This design comes from an exercise in tuning for small area and a short achievable clock period on the open sky130 flow, not from production work. Where RTL was checked, it was by simulation tests only, not by an equivalence proof against the original. No activity file was given, so power comes from the tool's default toggle rates.

==> trial 16: inputs <==
// vi_exe
module vi_exe(
input		clk_i,
input		rsn_i,
input		kill_i,
input	[31:0]	instr_i,
input	[31:0]	pc_i,
input	[31:0]	data_a_i,
input	[31:0]	data_b_i,
input	[4:0]	write_addr_i,
input		int_write_enable_i,
output	[31:0]	exe_result_o,
output		exe_illegal_o,
output	[4:0]	mult_wr_en_o,
output	[24:0]	mult_addr_o,
output	[31:0]	mult5_data_o,
output	[31:0]	mult5_instr_o,
output	[31:0]	mult5_pc_o);
wire clr = !rsn_i || kill_i;
wire d_use_pc, d_use_rs2, d_sub, d_st, d_br, d_jal, d_sum, d_sll, d_sys, d_mul, d_illegal;
alu_decode alu_decode(
	.instr_i	(instr_i),
	.use_pc_o	(d_use_pc),
	.use_rs2_o	(d_use_rs2),
	.sub_o		(d_sub),
	.st_o		(d_st),
	.br_o		(d_br),
	.jal_o		(d_jal),
	.sum_o		(d_sum),
	.sll_o		(d_sll),
	.sys_o		(d_sys),
	.mul_o		(d_mul),
	.illegal_o	(d_illegal)
);
reg	[31:0]	exe_instruction;
reg	[31:0]	exe_pc;
reg	[31:0]	exe_read_data_a;
reg	[31:0]	exe_read_data_b;
reg	[4:0]	exe_write_addr;
reg		exe_int_write_enable;
reg		exe_valid;
reg		exe_use_pc, exe_use_rs2, exe_sub, exe_st, exe_jal;
reg		exe_br, exe_sum, exe_sll, exe_sys, exe_mul, exe_ill;
  ...
clock: 10.0 ns
lec_check: 0
cap_margin: 20
core_margin: 2
core_utilization: 40
slew_margin: 20
synth_hierarchical: 1
standard.sh (not shown) runs the stock make flow with config.mk's settings and CLKGATE_MAP_FILE= SYNTH_SCRIPT=/design/flow/synth_recipe.tcl, a recipe that flattens the netlist after the stock synthesis.
==> flow/flow/run.sh <==
#!/bin/bash
set -euo pipefail
export SETUP_SLACK_MARGIN=6.8
export BUFFER_PORTS_ARGS="-buffer_cell sky130_fd_sc_hd__buf_2"
bash standard.sh > standard.log 2>&1
==> trial 9 (differences from trial 16) <==
- SYNTH_HIERARCHICAL: 1 -> not set
==> reports/results.ini <==
[run_status]
status=complete, no violations

[grt]
grt_first_pass_wirelength_mm=150
grt_use_met1_pct=31.1

[critical_path]
cp_top_family=adder cells
cp.depth=13
crit_path_end=exe_result[29]
slowest_delay_ns=0.57
reg2reg_from=exe_booth_one[0]

[synth]
yosysSeqAreaShare_pct=45.3
synthAdderAreaFrac_pct=15.7
synthMuxAreaShare_pct=4.54

[timing]
tightest_slew_ns=0.780
fmax_mhz=267

[drt]
wl_met2_mm=47.5

(the above is from trial 9)
==> reports/results.ini <==
[critical_path]
slowest_delay_ns=0.49
cp_top_family=compound AO/OA/AOI/OAI gates
crit_path_end=exe_result[25]
cp.depth=16

[grt]
grt_use_met1_pct=32.2
grt_first_pass_wirelength_mm=162

[drt]
wl_met2_mm=53.3

[synth]
synthAdderAreaFrac_pct=16.3
yosysSeqAreaShare_pct=43.3
synthMuxAreaShare_pct=3.16

[run_status]
status=complete, no violations

[timing]
drv_slew=0
tightest_slew_ns=1.05
fmax_mhz=266

[finish]
top_register=mult1_rb

(the above is from trial 16)
No functional check of the RTL was part of any run of this note.


==> 12-22 <==
vi_exe, a different RTL version from the one above (not shown whole).
Settings: LEC_CHECK=0, CAP_MARGIN=20, CORE_MARGIN=2, CORE_UTILIZATION=40, SLEW_MARGIN=20, SYNTH_HIERARCHICAL=1; clock period 10.0 ns.
Scripts as last shown in full above: flow/flow/run.sh
==> 01-03: changes against 12-22 <==
--- a/flow/design.v
+++ b/flow/design.v
@@ -52,26 +52,25 @@
 input		sub_i,
 input		eq_i,
 input		sum_i,
 input		br_i,
 input		sll_i,
 input		sys_i,
-input		en_i,		 
 output	[31:0]	sum_o,		 
 output		sel_sum_o,
 output	[31:0]	other_o);	 
 add32 add32(
 	.x	(x_i),
 	.y	(y_i),
 	.ci	(sub_i),
 	.s	(sum_o)
 );
 wire	[31:0]	shl = x_i << y_i[4:0];
-assign sel_sum_o = en_i & (sum_i | (br_i & eq_i));
-wire sel_x   = en_i & ((br_i & ~eq_i) | sys_i);
-wire sel_shl = en_i & sll_i & ~(|y_i[31:5]);
+assign sel_sum_o = sum_i | (br_i & eq_i);
+wire sel_x   = (br_i & ~eq_i) | sys_i;
+wire sel_shl = sll_i & ~(|y_i[31:5]);
 assign other_o = ({32{sel_x}} & x_i) | ({32{sel_shl}} & shl);
 endmodule
 module add32(input [31:0] x, input [31:0] y, input ci, output [31:0] s);
 wire [31:0] g0 = x & y;
 wire [31:0] p0 = x ^ y;
 wire [31:0] G0 = {g0[31:1], g0[0] | (p0[0] & ci)};
@@ -1190,13 +1189,14 @@
 assign ra_n = {s361, s357, s353, s349, s345, s341, s337, s333, s329, s325, s321, s317, s313, s309, s305, s301, s297, s293, s289, s285, s281, s277, s273, bneg4, p2_3, p2_2, p0_5, p0_4, p0_3, p0_2, p0_1, p0_0};
 assign rb_n = {c360, c358, s363, c356, c354, s359, c352, c350, s355, c348, c346, s351, c344, c342, s347, c340, c338, s343, c336, c334, s339, c332, c330, s335, c328, c326, s331, c324, c322, s327, c320, c318, s323, c316, c314, s319, c312, c310, s315, c308, c306, s311, c304, c302, s307, c300, c298, s303, c296, c294, s299, c292, c290, s295, c288, c286, s291, c284, c282, s287, c280, c278, s283, c276, c274, s279, c272, c270, s275, c268, s271, s269, c266, s267, p3_1, s265, bneg3, p3_0, p2_1, p1_3, bneg2, p2_0, p1_2, p1_1, bneg1, p1_0, bneg0};
 endmodule
 module mul_s2(
 input [31:0] ra_n,
 input [86:0] rb_n,
-output [31:0] p);
+output [31:0] x,
+output [31:0] y);
 wire s1, c2;
 mul_ha u_s1 (.a(ra_n[4]), .b(rb_n[4]), .s(s1), .co(c2));
 wire s3, c4;
 mul_ha u_s3 (.a(ra_n[5]), .b(rb_n[7]), .s(s3), .co(c4));
 wire s5, c6;
 mul_fa u_s5 (.a(ra_n[6]), .b(rb_n[9]), .c(rb_n[10]), .s(s5), .co(c6));
@@ -1309,13 +1309,14 @@
 wire s113, c114;
 mul_fa u_s113 (.a(rb_n[83]), .b(s53), .c(c52), .s(s113), .co(c114));
 wire s115, c116;
 mul_fa u_s115 (.a(rb_n[86]), .b(s55), .c(c54), .s(s115), .co(c116));
 wire [31:0] x_n = {s115, s113, s111, s109, s107, s105, s103, s101, s99, s97, s95, s93, s91, s89, s87, s85, s83, s81, s79, s77, s75, s73, s71, s69, s67, s65, s63, s61, s59, rb_n[2], ra_n[1], ra_n[0]};
 wire [31:0] y_n = {c114, c112, c110, c108, c106, c104, c102, c100, c98, c96, c94, c92, c90, c88, c86, c84, c82, c80, c78, c76, c74, c72, c70, c68, c66, c64, c62, c60, c58, s57, 1'b0, rb_n[0]};
-add32 u_cpa (.x(x_n), .y(y_n), .ci(1'b0), .s(p));
+assign x = x_n;
+assign y = y_n;
 endmodule
 module mul_fa(input a, input b, input c, output s, output co);
 assign s = a ^ b ^ c;
 assign co = (a & b) | (a & c) | (b & c);
 endmodule
 module mul_bsel(input x0, input x1, input one, input two, output p);
@@ -1375,36 +1376,34 @@
 endgenerate
 reg	[31:0]	exe_instruction;
 reg	[31:0]	exe_pc;
 reg	[31:0]	exe_x;
 reg	[31:0]	exe_y;
 reg	[4:0]	exe_write_addr;
-reg		exe_int_write_enable;
 reg		exe_valid;
 reg		exe_sub, exe_eq;
-reg		exe_sum, exe_br, exe_sll, exe_sys, exe_mul, exe_ill;
+reg		exe_sum, exe_br, exe_sll, exe_sys, exe_mul_we, exe_ill;
 reg	[15:0]	exe_booth_one, exe_booth_two, exe_booth_neg;
 always @(posedge clk_i)
 begin
 	exe_instruction <= instr_i;
 	exe_pc <= pc_i;
 	exe_x <= d_x;
 	exe_y <= d_y;
 	exe_write_addr <= write_addr_i;
-	exe_int_write_enable <= int_write_enable_i;
 	exe_booth_one <= d_booth_one;
 	exe_booth_two <= d_booth_two;
 	exe_booth_neg <= d_booth_neg;
 	exe_valid <= !clr;
 	exe_sub <= d_sub;
 	exe_eq <= d_eq;
 	exe_sum <= !clr && d_sum;
 	exe_br <= !clr && d_br;
 	exe_sll <= !clr && d_sll;
 	exe_sys <= !clr && d_sys;
-	exe_mul <= !clr && d_mul;
+	exe_mul_we <= !clr && d_mul && int_write_enable_i;	 
 	exe_ill <= clr || d_illegal;
 end
 wire	[31:0]	alu_sum, alu_other;
 wire		alu_sel_sum;
 int_alu int_alu(
 	.x_i		(exe_x),
@@ -1412,13 +1411,12 @@
 	.sub_i		(exe_sub),
 	.eq_i		(exe_eq),
 	.sum_i		(exe_sum),
 	.br_i		(exe_br),
 	.sll_i		(exe_sll),
 	.sys_i		(exe_sys),
-	.en_i		(!clr),
 	.sum_o		(alu_sum),
 	.sel_sum_o	(alu_sel_sum),
 	.other_o	(alu_other)
 );
 wire	[31:0]	mul_ra;
 wire	[87-1:0]	mul_rb;
@@ -1429,18 +1427,18 @@
 	.btwo		(exe_booth_two),
 	.bneg		(exe_booth_neg),
 	.ra_n		(mul_ra),
 	.rb_n		(mul_rb)
 );
 wire	[31:0]	exe_result_d;
-wire		mul_en = exe_mul && !clr;
+wire		en = !clr;
 genvar gi;
 generate
 	for (gi = 0; gi < 32; gi = gi + 1) begin : res_mux
 		res_sel res_sel(.sum(alu_sum[gi]), .sel(alu_sel_sum), .other(alu_other[gi]),
-		                .ra(mul_ra[gi]), .en(mul_en), .y(exe_result_d[gi]));
+		                .en(en), .y(exe_result_d[gi]));
 	end
 endgenerate
 reg	[31:0]	exe_result;
 reg		exe_illegal;
 always @(posedge clk_i)
 begin
@@ -1451,48 +1449,59 @@
 assign exe_illegal_o = exe_illegal;
 reg	[31:0]	mult1_instruction;
 reg	[31:0]	mult1_pc;
 reg	[4:0]	mult1_write_addr;
 reg		mult1_int_write_enable;
 reg		mult1_valid;
+reg	[31:0]	mult1_ra;
 reg	[87-1:0]	mult1_rb;
 always @(posedge clk_i)
 begin
 	mult1_instruction <= exe_instruction;
 	mult1_pc <= exe_pc;
 	mult1_write_addr <= exe_write_addr;
-	mult1_int_write_enable <= !clr && exe_mul && exe_int_write_enable;
+	mult1_int_write_enable <= !clr && exe_mul_we;
 	mult1_valid <= !clr && exe_valid;
+	mult1_ra <= mul_ra;
 	mult1_rb <= mul_rb;
 end
-wire	[31:0]	mult1_data;
+wire	[31:0]	mul_x, mul_y;
 mul_s2 mul_s2(
-	.ra_n		(exe_result),
+	.ra_n		(mult1_ra),
 	.rb_n		(mult1_rb),
-	.p		(mult1_data)
+	.x		(mul_x),
+	.y		(mul_y)
 );
+wire	[16:0]	mult1_lo = mul_x[15:0] + mul_y[15:0];
 reg	[13:0]	mult2_pk, mult3_pk, mult4_pk;
 reg	[17:0]	mult2_instr_mid, mult3_instr_mid, mult4_instr_mid;
-reg	[17:0]	mult2_data_hi, mult3_data_hi, mult4_data_hi;
+reg	[1:0]	mult2_data_lo;
+reg	[15:0]	mult2_x_hi, mult2_y_hi;
+reg		mult2_carry;
+reg	[17:0]	mult3_data_hi, mult4_data_hi;
 reg	[31:0]	mult2_pc, mult3_pc, mult4_pc;
 reg	[4:0]	mult2_write_addr, mult3_write_addr, mult4_write_addr;
 reg		mult2_int_write_enable, mult3_int_write_enable, mult4_int_write_enable;
 reg		mult2_valid, mult3_valid, mult4_valid;
+wire	[15:0]	mult2_hi = mult2_x_hi + mult2_y_hi + mult2_carry;
 always @(posedge clk_i)
 begin
-	mult2_pk <= mult1_int_write_enable ? mult1_data[13:0] :
+	mult2_pk <= mult1_int_write_enable ? mult1_lo[13:0] :
 	            {mult1_instruction[31:25], mult1_instruction[6:0]};
 	mult2_instr_mid <= mult1_instruction[24:7];
-	mult2_data_hi <= mult1_data[31:14];
+	mult2_data_lo <= mult1_lo[15:14];
+	mult2_x_hi <= mul_x[31:16];
+	mult2_y_hi <= mul_y[31:16];
+	mult2_carry <= mult1_lo[16];
 	mult2_pc <= mult1_pc;
 	mult2_write_addr <= mult1_write_addr;
 	mult2_int_write_enable <= !clr && mult1_int_write_enable;
 	mult2_valid <= !clr && mult1_valid;
 	mult3_pk <= mult2_pk;
 	mult3_instr_mid <= mult2_instr_mid;
-	mult3_data_hi <= mult2_data_hi;
+	mult3_data_hi <= {mult2_hi, mult2_data_lo};
 	mult3_pc <= mult2_pc;
 	mult3_write_addr <= mult2_write_addr;
 	mult3_int_write_enable <= !clr && mult2_int_write_enable;
 	mult3_valid <= !clr && mult2_valid;
 	mult4_pk <= mult3_pk;
 	mult4_instr_mid <= mult3_instr_mid;
@@ -1523,9 +1532,9 @@
 assign mult_addr_o = {mult5_write_addr, mult4_write_addr, mult3_write_addr,
                       mult2_write_addr, mult1_write_addr};
 assign mult5_data_o = mult5_int_write_data;
 assign mult5_instr_o = mult5_instruction;
 assign mult5_pc_o = mult5_pc;
 endmodule
-module res_sel(input sum, input sel, input other, input ra, input en, output y);
-assign y = (sum & sel) | other | (ra & en);
+module res_sel(input sum, input sel, input other, input en, output y);
+assign y = ((sum & sel) | other) & en;
 endmodule
==> flow/flow/run.sh (replaced) <==
#!/bin/bash
set -euo pipefail
export SETUP_SLACK_MARGIN=7.0
export BUFFER_PORTS_ARGS="-buffer_cell sky130_fd_sc_hd__buf_2"
bash standard.sh > standard.log 2>&1
--- a/flow/config.mk
+++ b/flow/config.mk
@@ -5,8 +5,10 @@
 export SDC_FILE = /design/flow/constraint.sdc
 export NUM_CORES = 4
 export LEC_CHECK = 0
 export CAP_MARGIN = 20
 export CORE_MARGIN = 2
 export CORE_UTILIZATION = 40
+export CTS_CLUSTER_DIAMETER = 80
+export CTS_CLUSTER_SIZE = 28
 export SLEW_MARGIN = 20
 export SYNTH_HIERARCHICAL = 1
==> results.txt <==
* Unique masters post-synth at 82
* Invs w/o clock at 38
* Met3 usage at 4.10%
* Seq/Total Area, Yosys at 44.1%
* Total number of vias at 22440
* Critical path destination: exe_result[30]
* TritonRoute pass-1 iters at 6
* Status: timing/DRC/antenna clean
* Non-filler cells in the finished layout at 4192
* Crit path top cell by count: fa_1
* GP Congestion at 0.867
* Area delta synth->final at 19.5%
* Initial antenna violation count at 3
* Crit path from: exe_booth_neg[2]
* Crit-path max cell delay at 0.59 ns
* Hold Path Origin: mult3_data_hi[8]
* Combinational share of power at 12.0%
* Int Power at 5510 uW
* PD cells at 181 nW/um^2
* Crit path DAT at 3.99 ns
Source of the figures above: 12-22

==> results.txt <==
* Area delta synth->final at 14.3%
* Crit path from: exe_y[0]
* Mux cell area share after synthesis at 4.80%
* Invs w/o clock at 36
* TritonRoute pass-1 iters at 5
* Status: timing/DRC/antenna clean
* PD cells at 165 nW/um^2
* GP Congestion at 0.920
* Combinational share of power at 16.0%
* Int Power at 4870 uW
* Total number of vias at 22505
* Met3 usage at 3.39%
* Hold Path Origin: mult4_data_hi[14]
* Unique masters post-synth at 99
* Crit path top cell by count: fa_2
Source of the figures above: 01-03

The RTL of 01-03 was laid out without a check of its function.

what the ideal ports hide:
The results above use ideal ports. As a check the final layouts listed here were re-extracted and re-timed, cells and wires unchanged.
Step 1 (the two cells are an assumption about what drives the block):
set clk [get_ports {clk_i}]
set_driving_cell -lib_cell sky130_fd_sc_hd__clkbuf_16 $clk
set_driving_cell -lib_cell sky130_fd_sc_hd__buf_2 [delete_from_list [all_inputs] $clk]
Step 2 times the ports against the registers' clock, not the clock port: input delays grow and output delays shrink by t, the midpoint of the rising clock arrivals with the driver on.
Three values: no drivers, after step 1, after step 2; two values: the first two.
| run | shift t [ns] | setup WS [ns] | worst hold slack (ns) | worst setup path at the end |
|---|---|---|---|---|
| trial 16 | 0.713 | 6.242 / 6.242 / 6.030 | 0.316 / 0.316 / 0.316 | input to register |
| trial 9 | 0.698 | 6.255 / 6.255 / 5.999 | 0.299 / 0.299 / 0.299 | input to register |
| 12-22 | 0.706 | 6.543 / 6.543 / 6.073 | 0.310 / 0.310 / 0.310 | input to register |
| 01-03 | 0.678 | 6.837 / 6.820 / 6.221 | 0.309 / 0.309 / 0.309 | input to register |
After both steps setup and hold are still met in every run listed. For 01-03, which loses most, drivers alone change the setup slack by -0.017 ns; drivers and shift together by -0.616 ns.
